This is an optimization exercise on Yosys and OpenROAD, whose aim is small area and a short achievable clock period, not a production implementation. RTL that was checked went through simulation tests only; none was proved equivalent to the original. No activity file was given, so power comes from the tool's default toggle rates.

==> inputs of yarrow <==
==> flow/design.v (excerpt) <==
module arm (
    input  logic        clk, rst,
    input  logic [31:0] InstrF,
    input  logic [31:0] ReadDataM,
    output logic [31:0] WriteDataM,
    output logic [31:0] PCF, ALUOutM,
    output logic        MemWriteM
);
    logic        rst_q;
    logic [31:0] InstrD;
    logic [31:0] RD1E, RD2E;
    logic [11:0] Imm12E;
    logic [3:0]  WA3E, CondE;
    logic        BrE, MemToRegE, MemWriteE, RegWriteE, FlagWriteE, StrE;
    logic [1:0]  ALUControlE;
    logic [1:0]  FlagsE;                  
    logic        ZPendE;                  
    logic        fAM, fAW;                
    logic        fBM, fBW;                
    logic        fBMs, fBWs;              
    logic        kB;                      
    logic [3:0]  WA3M;
    logic        PCSrcM, RegWriteM, MemToRegM;
    logic [31:0] ResultW;
    logic [3:0]  WA3W;
    logic        PCSrcW, RegWriteW;
    logic [31:0] rf [0:14];
    logic [7:0] op;
    logic isBD, isMemD;                   
    assign op = InstrD[27:20];
    logic isADD, isSUB, isAND, isORR, isLDR, isSTR, isB;
    assign isADD = (op[7:6] == 2'b00) & (op[4:0] == 5'b01000);
    assign isSUB = (op[7:6] == 2'b00) & (op[4:1] == 4'b0010);
    assign isAND = (op == 8'b0000_0000);
    assign isORR = (op == 8'b0001_1000);
    assign isLDR = isMemD & InstrD[20];
    assign isSTR = isMemD & ~InstrD[20];
    assign isB   = isBD;
    logic RegWriteD, FlagWriteD, ImmD;
    logic [1:0] ALUControlD;
    assign RegWriteD   = isADD | isSUB | isAND | isORR | isLDR | isB;
    assign FlagWriteD  = isSUB & InstrD[20];
    assign ALUControlD = {isAND | isORR, isSUB | isORR};
    assign ImmD        = ((isADD | isSUB) & InstrD[25]) | isLDR | isB;
    logic [3:0] RA1D, RA2D;
    assign RA1D = isBD ? 4'd15 : InstrD[19:16];
    assign RA2D = isMemD ? InstrD[15:12] : InstrD[3:0];
    logic [31:0] ExtImmD;
    always_comb begin
        if (isLDR)           ExtImmD = {20'b0, InstrD[11:0]};
        else if (isB)        ExtImmD = {{6{InstrD[23]}}, InstrD[23:0], 2'b00};
        else                 ExtImmD = {{24{InstrD[7]}}, InstrD[7:0]};
    end
    logic ZE;
    assign ZE = ZPendE ? (ALUOutM == 32'd0) : FlagsE[0];
  ...
clock: 16.0 ns
lec_check: 0
cap_margin: 20
core_margin: 2
core_utilization: 60
place_density: 0.72
slew_margin: 20
standard.sh (not shown) runs the stock make flow with config.mk's settings and CLKGATE_MAP_FILE= SYNTH_SCRIPT=/design/flow/synth_recipe.tcl, a recipe that flattens the netlist after the stock synthesis.
==> flow/flow/run.sh <==
#!/bin/bash
# Own flow: the standard layout (standard.sh: unchanged synthesis and
# steps). Timing repair is asked to keep a setup margin, so that the resizer
# works on the paths that set the achieved period; ports get buf_2 buffers
# instead of delay cells; clock tree synthesis adds no dummy loads and
# clusters up to 26 flip-flops per leaf buffer. The SDC and the clock period
# are the design's.
set -o pipefail
bash standard.sh SETUP_SLACK_MARGIN=11.8 \
  "BUFFER_PORTS_ARGS=-buffer_cell sky130_fd_sc_hd__buf_2" \
  "CTS_ARGS=-sink_clustering_enable -repair_clock_nets -dont_use_dummy_load -sink_clustering_size 26 -sink_clustering_max_diameter 100" \
  finish > standard.log 2>&1
==> maple (differences from yarrow) <==
==> flow/design.v (replaced) <==
module arm (
    input  logic        clk, rst,
    input  logic [31:0] InstrF,
    input  logic [31:0] ReadDataM,
    output logic [31:0] WriteDataM,
    output logic [31:0] PCF, ALUOutM,
    output logic        MemWriteM
);
    logic        rst_q;
    logic [31:0] InstrD;
    logic [31:0] RD1E, RD2E;
    logic [11:0] Imm12E;
    logic [3:0]  WA3E, CondE;
    logic        BrE, MemToRegE, MemWriteE, RegWriteE, FlagWriteE, StrE;
    logic [1:0]  ALUControlE;
    logic [1:0]  FlagsE;                  
    logic        fAM, fAW;                
    logic        fBM, fBW;                
    logic        fBMs, fBWs;              
    logic [3:0]  WA3M;
    logic        PCSrcM, RegWriteM, MemToRegM;
    logic [31:0] ResultW;
    logic [3:0]  WA3W;
    logic        PCSrcW, RegWriteW;
    logic [31:0] rf [0:14];
    logic [7:0] op;
    assign op = InstrD[27:20];
    logic isADD, isSUB, isAND, isORR, isLDR, isSTR, isB;
    assign isADD = (op[7:6] == 2'b00) & (op[4:0] == 5'b01000);
    assign isSUB = (op[7:6] == 2'b00) & (op[4:1] == 4'b0010);
    assign isAND = (op == 8'b0000_0000);
    assign isORR = (op == 8'b0001_1000);
    assign isLDR = (op == 8'b0101_1001);
    assign isSTR = (op == 8'b0101_1000);
    assign isB   = (op[7:4] == 4'b1010);
    logic RegWriteD, FlagWriteD, ImmD;
    logic [1:0] ALUControlD;
    assign RegWriteD   = isADD | isSUB | isAND | isORR | isLDR | isB;
    assign FlagWriteD  = isSUB & InstrD[20];
    assign ALUControlD = {isAND | isORR, isSUB | isORR};
    assign ImmD        = ((isADD | isSUB) & InstrD[25]) | isLDR | isB;
    logic [3:0] RA1D, RA2D;
    assign RA1D = isB ? 4'd15 : InstrD[19:16];
    assign RA2D = (isLDR | isSTR) ? InstrD[15:12] : InstrD[3:0];
    logic [31:0] ExtImmD;
    always_comb begin
        if (isLDR)           ExtImmD = {20'b0, InstrD[11:0]};
        else if (isB)        ExtImmD = {{6{InstrD[23]}}, InstrD[23:0], 2'b00};
        else                 ExtImmD = {{24{InstrD[7]}}, InstrD[7:0]};
    end
    logic CondExE;
    always_comb begin
        case (CondE)
            4'b1110: CondExE = 1'b1;
            4'b0000: CondExE = FlagsE[0];
            4'b0001: CondExE = ~FlagsE[0];
            4'b1010: CondExE = ~FlagsE[1];
            4'b1100: CondExE = ~FlagsE[1] & ~FlagsE[0];
            4'b1101: CondExE = FlagsE[1] | FlagsE[0];
            4'b1011: CondExE = FlagsE[1];
            default: CondExE = 1'b0;
        endcase
    end
    logic BranchTakenE, ldrStallD, StallF, FlushD, FlushE;
    assign BranchTakenE = CondExE & BrE;
    assign ldrStallD = MemToRegE & ((RA1D == WA3E) | (RA2D == WA3E));
    assign StallF    = ldrStallD | isB | BrE | PCSrcM;
    assign FlushD    = isB | BrE | PCSrcM | PCSrcW;
    assign FlushE    = ldrStallD | BranchTakenE;
    logic RegWriteMn;
    assign RegWriteMn = CondExE & RegWriteE;
    logic nAM, nAW, nAP, nBM, nBW, nBP;
    assign nAM = RegWriteMn & (RA1D == WA3E);
    assign nAW = ~nAM & RegWriteM & (RA1D == WA3M);
    assign nAP = ~nAM & ~nAW & (RA1D == 4'd15);
    assign nBM = RegWriteMn & (RA2D == WA3E);
    assign nBW = ~nBM & RegWriteM & (RA2D == WA3M);
    assign nBP = ~nBM & ~nBW & (RA2D == 4'd15);
    logic [31:0] PCPlus4F, PCPlus8F, PCNext, R15D;
    assign PCPlus4F = PCF + 32'd4;
    assign PCPlus8F = PCF + 32'd8;
    assign PCNext   = StallF ? PCF : (PCSrcW ? ResultW : PCPlus4F);
    assign R15D     = isB ? PCPlus4F : PCPlus8F;
    logic [14:0] dA, dB;
    logic [31:0] RD1D, RD2D;
    always_comb begin
        RD1D = {32{nAP}} & R15D;
        RD2D = ImmD ? ExtImmD : ({32{nBP}} & R15D);
        for (int i = 0; i < 15; i++) begin
            dA[i] = (RA1D == i[3:0]) & ~nAM & ~nAW;
            dB[i] = (RA2D == i[3:0]) & ~nBM & ~nBW & ~ImmD;
            RD1D = RD1D | ({32{dA[i]}} & rf[i]);
            RD2D = RD2D | ({32{dB[i]}} & rf[i]);
        end
    end
    always_ff @(posedge clk) begin
        rst_q <= rst;
        PCF   <= rst ? '0 : PCNext;
    end
    always_ff @(posedge clk) begin
        if (rst | FlushD)       InstrD <= '0;
        else if (!ldrStallD)    InstrD <= InstrF;
    end
    always_ff @(posedge clk) begin
        if (rst | FlushE) begin
            BrE        <= 1'b0;
            MemToRegE  <= 1'b0;
            MemWriteE  <= 1'b0;
            RegWriteE  <= 1'b0;
            FlagWriteE <= 1'b0;
            FlagsE     <= 2'b00;
        end else begin
            BrE        <= isB;
            MemToRegE  <= isLDR;
            MemWriteE  <= isSTR;
            RegWriteE  <= RegWriteD;
            FlagWriteE <= FlagWriteD;
            if (FlagWriteE) FlagsE <= {SumE[31], EqE};
        end
    end
    always_ff @(posedge clk) begin
        RD1E        <= RD1D;
        RD2E        <= RD2D;
        Imm12E      <= InstrD[11:0];
        StrE        <= isSTR;
        WA3E        <= InstrD[15:12];
        CondE       <= InstrD[31:28];
        ALUControlE <= ALUControlD;
        fAM  <= nAM; fAW  <= nAW;
        fBM  <= nBM; fBW  <= nBW;
        fBMs <= nBM & ~ImmD & ~isSTR;
        fBWs <= nBW & ~ImmD & ~isSTR;
    end
    logic [31:0] SrcAE, WriteDataE, SrcBE, SumE, ALUResultE;
    logic EqE, SubE;
    assign SrcAE      = RD1E | ({32{fAM}} & ALUOutM) | ({32{fAW}} & ResultW);
    assign WriteDataE = RD2E | ({32{fBM}} & ALUOutM) | ({32{fBW}} & ResultW);
    assign SrcBE      = ({32{~StrE}} & RD2E) | ({32{fBMs}} & ALUOutM) | ({32{fBWs}} & ResultW)
                      | ({32{StrE}} & {20'b0, Imm12E});
    assign EqE = (SrcAE == SrcBE);
    assign SubE = ALUControlE == 2'b01;
    logic [32:0] sum33;
    assign sum33 = {SrcAE, 1'b1} + {SrcBE ^ {32{SubE}}, SubE};
    assign SumE  = sum33[32:1];
    always_comb begin
        case (ALUControlE)
            2'b10:   ALUResultE = SrcAE & SrcBE;
            2'b11:   ALUResultE = SrcAE | SrcBE;
            default: ALUResultE = SumE;
        endcase
    end
    always_ff @(posedge clk) begin
        if (rst) begin
            PCSrcM    <= 1'b0;
            RegWriteM <= 1'b0;
            MemWriteM <= 1'b0;
        end else begin
            PCSrcM    <= BranchTakenE;
            RegWriteM <= RegWriteMn;
            MemWriteM <= CondExE & MemWriteE;
        end
    end
    always_ff @(posedge clk) begin
        MemToRegM  <= MemToRegE;
        WA3M       <= WA3E;
        ALUOutM    <= ALUResultE;
        WriteDataM <= WriteDataE;
    end
    always_ff @(posedge clk) begin
        if (rst) begin
            PCSrcW    <= 1'b0;
            RegWriteW <= 1'b0;
        end else begin
            PCSrcW    <= PCSrcM;
            RegWriteW <= RegWriteM;
        end
    end
    always_ff @(posedge clk) begin
        WA3W    <= WA3M;
        ResultW <= MemToRegM ? ReadDataM : ALUOutM;
    end
    logic [31:0] wdg;
    logic [14:0] we;
    assign wdg = ResultW & {32{~rst_q}};
    always_comb
        for (int i = 0; i < 15; i++)
            we[i] = rst_q | (RegWriteW & (WA3W == i[3:0]));
    always_ff @(posedge clk)
        for (int i = 0; i < 15; i++)
            if (we[i]) rf[i] <= wdg;
endmodule
==> flow/flow/run.sh (replaced) <==
#!/bin/bash
# Own flow: the standard layout (standard.sh, unchanged synthesis and
# steps), with timing repair asked to keep a setup margin, so that the
# resizer works on the paths that set the achieved period. The SDC and the
# clock period are the design's.
set -o pipefail
bash standard.sh SETUP_SLACK_MARGIN=11.3 finish > standard.log 2>&1
- CORE_UTILIZATION: 60 -> 40
- PLACE_DENSITY: 0.72 -> 0.6
==> notes <==
- Of yarrow and maple, maple has the higher cell count (gap 14%, measured against maple).
- Final area: yarrow is smaller than maple (8.6%).
- Of maple and yarrow, maple has the higher synthesized cell count (gap about 5.3%, measured against yarrow).
- Die area: yarrow is smaller than maple (about 36%).
- Non-clock buffer count: yarrow is higher than maple (45).
- Clock power: yarrow is lower than maple (about 46%).
- Between maple and yarrow, the lower power is in yarrow (gap about 20%, measured against yarrow).
- Against maple, the register-to-register slack of yarrow is better by 0.48 ns.
- In maple the global-route usage is lower than in yarrow, by 12 points.
- Between yarrow and maple, the lower worst setup slack is in maple (gap 0.34 ns).
Function was not checked in any run of this note: the RTL went through the layout flow alone.

========
==> onyx <==
Another version of the RTL of arm (not shown whole).
clock: 16.0 ns
lec_check: 0
cap_margin: 20
core_margin: 2
core_utilization: 55
place_density: 0.66
slew_margin: 20
==> flow/flow/run.sh <==
#!/bin/bash
# Own flow: the standard layout (standard.sh: unchanged synthesis and
# steps). Timing repair is asked to keep a setup margin, so that the resizer
# works on the paths that set the achieved period; ports get buf_2 buffers
# instead of delay cells; clock tree synthesis adds no dummy loads and
# clusters up to 26 flip-flops per leaf buffer. The SDC and the clock period
# are the design's.
set -o pipefail
bash standard.sh SETUP_SLACK_MARGIN=11.65 \
  "BUFFER_PORTS_ARGS=-buffer_cell sky130_fd_sc_hd__buf_2" \
  "CTS_ARGS=-sink_clustering_enable -repair_clock_nets -dont_use_dummy_load -sink_clustering_size 26 -sink_clustering_max_diameter 100" \
  finish > standard.log 2>&1
==> xenon (differences from onyx) <==
--- a/flow/flow/run.sh
+++ b/flow/flow/run.sh
@@ -4,9 +4,9 @@
 # works on the paths that set the achieved period; ports get buf_2 buffers
 # instead of delay cells; clock tree synthesis adds no dummy loads and
 # clusters up to 26 flip-flops per leaf buffer. The SDC and the clock period
 # are the design's.
 set -o pipefail
-bash standard.sh SETUP_SLACK_MARGIN=11.65 \
+bash standard.sh SETUP_SLACK_MARGIN=11.6 \
   "BUFFER_PORTS_ARGS=-buffer_cell sky130_fd_sc_hd__buf_2" \
   "CTS_ARGS=-sink_clustering_enable -repair_clock_nets -dont_use_dummy_load -sink_clustering_size 26 -sink_clustering_max_diameter 100" \
   finish > standard.log 2>&1
CORE_UTILIZATION = 60   (was 55)
PLACE_DENSITY = 0.72   (was 0.66)
==> willow (differences from onyx) <==
==> flow/design.v (replaced) <==
module arm (
    input  logic        clk, rst,
    input  logic [31:0] InstrF,
    input  logic [31:0] ReadDataM,
    output logic [31:0] WriteDataM,
    output logic [31:0] PCF, ALUOutM,
    output logic        MemWriteM
);
    logic        rst_q;
    logic [31:0] InstrD;
    logic [31:0] RD1E, RD2E;
    logic [11:0] Imm12E;
    logic [3:0]  WA3E, CondE;
    logic        BrE, MemToRegE, MemWriteE, RegWriteE, FlagWriteE, StrE;
    logic [1:0]  ALUControlE;
    logic [1:0]  FlagsE;                  
    logic        fAM, fAW;                
    logic        fBM, fBW;                
    logic        fBMs, fBWs;              
    logic [3:0]  WA3M;
    logic        PCSrcM, RegWriteM, MemToRegM;
    logic [31:0] ResultW;
    logic [3:0]  WA3W;
    logic        PCSrcW, RegWriteW;
    logic [31:0] rf [0:14];
    logic [7:0] op;
    assign op = InstrD[27:20];
    logic isADD, isSUB, isAND, isORR, isLDR, isSTR, isB;
    assign isADD = (op[7:6] == 2'b00) & (op[4:0] == 5'b01000);
    assign isSUB = (op[7:6] == 2'b00) & (op[4:1] == 4'b0010);
    assign isAND = (op == 8'b0000_0000);
    assign isORR = (op == 8'b0001_1000);
    assign isLDR = (op == 8'b0101_1001);
    assign isSTR = (op == 8'b0101_1000);
    assign isB   = (op[7:4] == 4'b1010);
    logic RegWriteD, FlagWriteD, ImmD;
    logic [1:0] ALUControlD;
    assign RegWriteD   = isADD | isSUB | isAND | isORR | isLDR | isB;
    assign FlagWriteD  = isSUB & InstrD[20];
    assign ALUControlD = {isAND | isORR, isSUB | isORR};
    assign ImmD        = ((isADD | isSUB) & InstrD[25]) | isLDR | isB;
    logic [3:0] RA1D, RA2D;
    assign RA1D = isB ? 4'd15 : InstrD[19:16];
    assign RA2D = (isLDR | isSTR) ? InstrD[15:12] : InstrD[3:0];
    logic [31:0] ExtImmD;
    always_comb begin
        if (isLDR)           ExtImmD = {20'b0, InstrD[11:0]};
        else if (isB)        ExtImmD = {{6{InstrD[23]}}, InstrD[23:0], 2'b00};
        else                 ExtImmD = {{24{InstrD[7]}}, InstrD[7:0]};
    end
    logic CondExE;
    always_comb begin
        case (CondE)
            4'b1110: CondExE = 1'b1;
            4'b0000: CondExE = FlagsE[0];
            4'b0001: CondExE = ~FlagsE[0];
            4'b1010: CondExE = ~FlagsE[1];
            4'b1100: CondExE = ~FlagsE[1] & ~FlagsE[0];
            4'b1101: CondExE = FlagsE[1] | FlagsE[0];
            4'b1011: CondExE = FlagsE[1];
            default: CondExE = 1'b0;
        endcase
    end
    logic BranchTakenE, ldrStallD, StallF, FlushD, FlushE;
    assign BranchTakenE = CondExE & BrE;
    assign ldrStallD = MemToRegE & ((RA1D == WA3E) | (RA2D == WA3E));
    assign StallF    = ldrStallD | isB | BrE | PCSrcM;
    assign FlushD    = isB | BrE | PCSrcM | PCSrcW;
    assign FlushE    = ldrStallD | BranchTakenE;
    logic RegWriteMn;
    assign RegWriteMn = CondExE & RegWriteE;
    logic nAM, nAW, nAP, nBM, nBW, nBP;
    assign nAM = RegWriteMn & (RA1D == WA3E);
    assign nAW = ~nAM & RegWriteM & (RA1D == WA3M);
    assign nAP = ~nAM & ~nAW & (RA1D == 4'd15);
    assign nBM = RegWriteMn & (RA2D == WA3E);
    assign nBW = ~nBM & RegWriteM & (RA2D == WA3M);
    assign nBP = ~nBM & ~nBW & (RA2D == 4'd15);
    logic [31:0] PCPlus4F, PCPlus8F, PCNext, R15D;
    assign PCPlus4F = PCF + 32'd4;
    assign PCPlus8F = PCF + 32'd8;
    assign PCNext   = StallF ? PCF : (PCSrcW ? ResultW : PCPlus4F);
    assign R15D     = isB ? PCPlus4F : PCPlus8F;
    logic [14:0] dA, dB;
    logic [31:0] RD1D, RD2D;
    always_comb begin
        RD1D = {32{nAP}} & R15D;
        RD2D = ImmD ? ExtImmD : ({32{nBP}} & R15D);
        for (int i = 0; i < 15; i++) begin
            dA[i] = (RA1D == i[3:0]) & ~nAM & ~nAW;
            dB[i] = (RA2D == i[3:0]) & ~nBM & ~nBW & ~ImmD;
            RD1D = RD1D | ({32{dA[i]}} & rf[i]);
            RD2D = RD2D | ({32{dB[i]}} & rf[i]);
        end
    end
    always_ff @(posedge clk) begin
        rst_q <= rst;
        PCF   <= rst ? '0 : PCNext;
    end
    always_ff @(posedge clk) begin
        if (rst | FlushD)       InstrD <= '0;
        else if (!ldrStallD)    InstrD <= InstrF;
    end
    always_ff @(posedge clk) begin
        if (rst | FlushE) begin
            BrE        <= 1'b0;
            MemToRegE  <= 1'b0;
            MemWriteE  <= 1'b0;
            RegWriteE  <= 1'b0;
            FlagWriteE <= 1'b0;
            FlagsE     <= 2'b00;
        end else begin
            BrE        <= isB;
            MemToRegE  <= isLDR;
            MemWriteE  <= isSTR;
            RegWriteE  <= RegWriteD;
            FlagWriteE <= FlagWriteD;
            if (FlagWriteE) FlagsE <= {SumE[31], EqE};
        end
    end
    always_ff @(posedge clk) begin
        RD1E        <= RD1D;
        RD2E        <= RD2D;
        Imm12E      <= InstrD[11:0];
        StrE        <= isSTR;
        WA3E        <= InstrD[15:12];
        CondE       <= InstrD[31:28];
        ALUControlE <= ALUControlD;
        fAM  <= nAM; fAW  <= nAW;
        fBM  <= nBM; fBW  <= nBW;
        fBMs <= nBM & ~ImmD & ~isSTR;
        fBWs <= nBW & ~ImmD & ~isSTR;
    end
    logic [31:0] SrcAE, WriteDataE, SrcBE, SumE, ALUResultE;
    logic EqE, SubE;
    assign SrcAE      = RD1E | ({32{fAM}} & ALUOutM) | ({32{fAW}} & ResultW);
    assign WriteDataE = RD2E | ({32{fBM}} & ALUOutM) | ({32{fBW}} & ResultW);
    assign SrcBE      = ({32{~StrE}} & RD2E) | ({32{fBMs}} & ALUOutM) | ({32{fBWs}} & ResultW)
                      | ({32{StrE}} & {20'b0, Imm12E});
    assign EqE = (SrcAE == SrcBE);
    assign SubE = ALUControlE == 2'b01;
    logic [32:0] sum33;
    assign sum33 = {SrcAE, 1'b1} + {SrcBE ^ {32{SubE}}, SubE};
    assign SumE  = sum33[32:1];
    always_comb begin
        case (ALUControlE)
            2'b10:   ALUResultE = SrcAE & SrcBE;
            2'b11:   ALUResultE = SrcAE | SrcBE;
            default: ALUResultE = SumE;
        endcase
    end
    always_ff @(posedge clk) begin
        if (rst) begin
            PCSrcM    <= 1'b0;
            RegWriteM <= 1'b0;
            MemWriteM <= 1'b0;
        end else begin
            PCSrcM    <= BranchTakenE;
            RegWriteM <= RegWriteMn;
            MemWriteM <= CondExE & MemWriteE;
        end
    end
    always_ff @(posedge clk) begin
        MemToRegM  <= MemToRegE;
        WA3M       <= WA3E;
        ALUOutM    <= ALUResultE;
        WriteDataM <= WriteDataE;
    end
    always_ff @(posedge clk) begin
        if (rst) begin
            PCSrcW    <= 1'b0;
            RegWriteW <= 1'b0;
        end else begin
            PCSrcW    <= PCSrcM;
            RegWriteW <= RegWriteM;
        end
    end
    always_ff @(posedge clk) begin
        WA3W    <= WA3M;
        ResultW <= MemToRegM ? ReadDataM : ALUOutM;
    end
    logic [31:0] wdg;
    logic [14:0] we;
    assign wdg = ResultW & {32{~rst_q}};
    always_comb
        for (int i = 0; i < 15; i++)
            we[i] = rst_q | (RegWriteW & (WA3W == i[3:0]));
    always_ff @(posedge clk)
        for (int i = 0; i < 15; i++)
            if (we[i]) rf[i] <= wdg;
endmodule
==> flow/flow/run.sh (replaced) <==
#!/bin/bash
# Own flow: the standard layout (standard.sh, unchanged synthesis and
# steps), with timing repair asked to keep a setup margin, so that the
# resizer works on the paths that set the achieved period. The SDC and the
# clock period are the design's.
set -o pipefail
bash standard.sh SETUP_SLACK_MARGIN=11.8 finish > standard.log 2>&1
CORE_UTILIZATION = 40   (was 55)
PLACE_DENSITY = 0.6   (was 0.66)
==> comparison table <==
Adder and majority cell fraction of the synthesized area: willow 3.39%; onyx 1.95%; xenon 1.95%
Status: willow complete, no violations; onyx complete, no violations; xenon complete, no violations
Dpl ws: willow 10940 ps; onyx 10940 ps; xenon 10950 ps
Switching power of the nets: willow 2.02 mW; onyx 1.72 mW; xenon 1.71 mW
Sequential share of power: willow 47.1%; onyx 58.1%; xenon 58.6%
Routed length on met1: willow 53300 µm; onyx 48200 µm; xenon 45400 µm
Global-route wire length before repair: willow 206000 µm; onyx 187000 µm; xenon 182000 µm
Count of multi-input gates: willow 2023; onyx 1968; xenon 1968
Setup crit end: willow PCF[0]; onyx ALUOutM[3]; xenon PCF[6]
Origin of the worst min-delay path: willow InstrD[31]; onyx InstrD[29]; xenon InstrD[29]
Number of synthesized register bits: willow 755; onyx 759; xenon 759
Global placement routability congestion: willow 0.951; onyx 0.951; xenon 1.01
Top achievable clock speed: willow 228 MHz; onyx 231 MHz; xenon 228 MHz
Pwr per Cell Area: willow 148 nW/µm²; onyx 138 nW/µm²; xenon 138 nW/µm²
Syn nets: willow 3288; onyx 3121; xenon 3121
Function not checked in willow: the RTL went through the layout flow alone.

[static timing again, ports no longer ideal]
How much do the figures lean on ideal ports? The routed layouts below were timed once more, with nothing changed but the port constraints.
Step 1 sets driving cells, clkbuf_16 on the clock port and buf_2 on the other inputs (assumed; they add their load-dependent delay and slew).
Step 2 times the ports against the registers' clock, not the clock port: input delays grow and output delays shrink by t, the midpoint of the rising clock arrivals with the driver on.
Three values: no drivers, after step 1, after step 2; two values: the first two.
run | t, ns | slack for setup (ns) | worst hold slack (ns) | worst setup path at the end | slew at the worst register clock pin (ns)
yarrow | 0.667 | 11.663 / 11.596 / 11.405 | 0.361 / 0.361 / 0.361 | input to register | 0.11 / 0.11
maple | 0.723 | 11.327 / 11.262 / 10.871 | 0.359 / 0.359 / 0.359 | input to register | 0.07 / 0.07
onyx | 0.649 | 11.663 / 11.600 / 11.203 | 0.362 / 0.362 / 0.362 | input to register | 0.11 / 0.11
xenon | 0.645 | 11.614 / 11.552 / 11.187 | 0.360 / 0.360 / 0.360 | input to register | 0.11 / 0.11
willow | 0.717 | 11.608 / 11.533 / 11.313 | 0.354 / 0.354 / 0.354 | input to register | 0.07 / 0.07
After both steps every run listed still meets setup and hold. The setup slack of onyx, which loses most, moves by -0.063 ns with the drivers and by -0.460 ns with both steps.
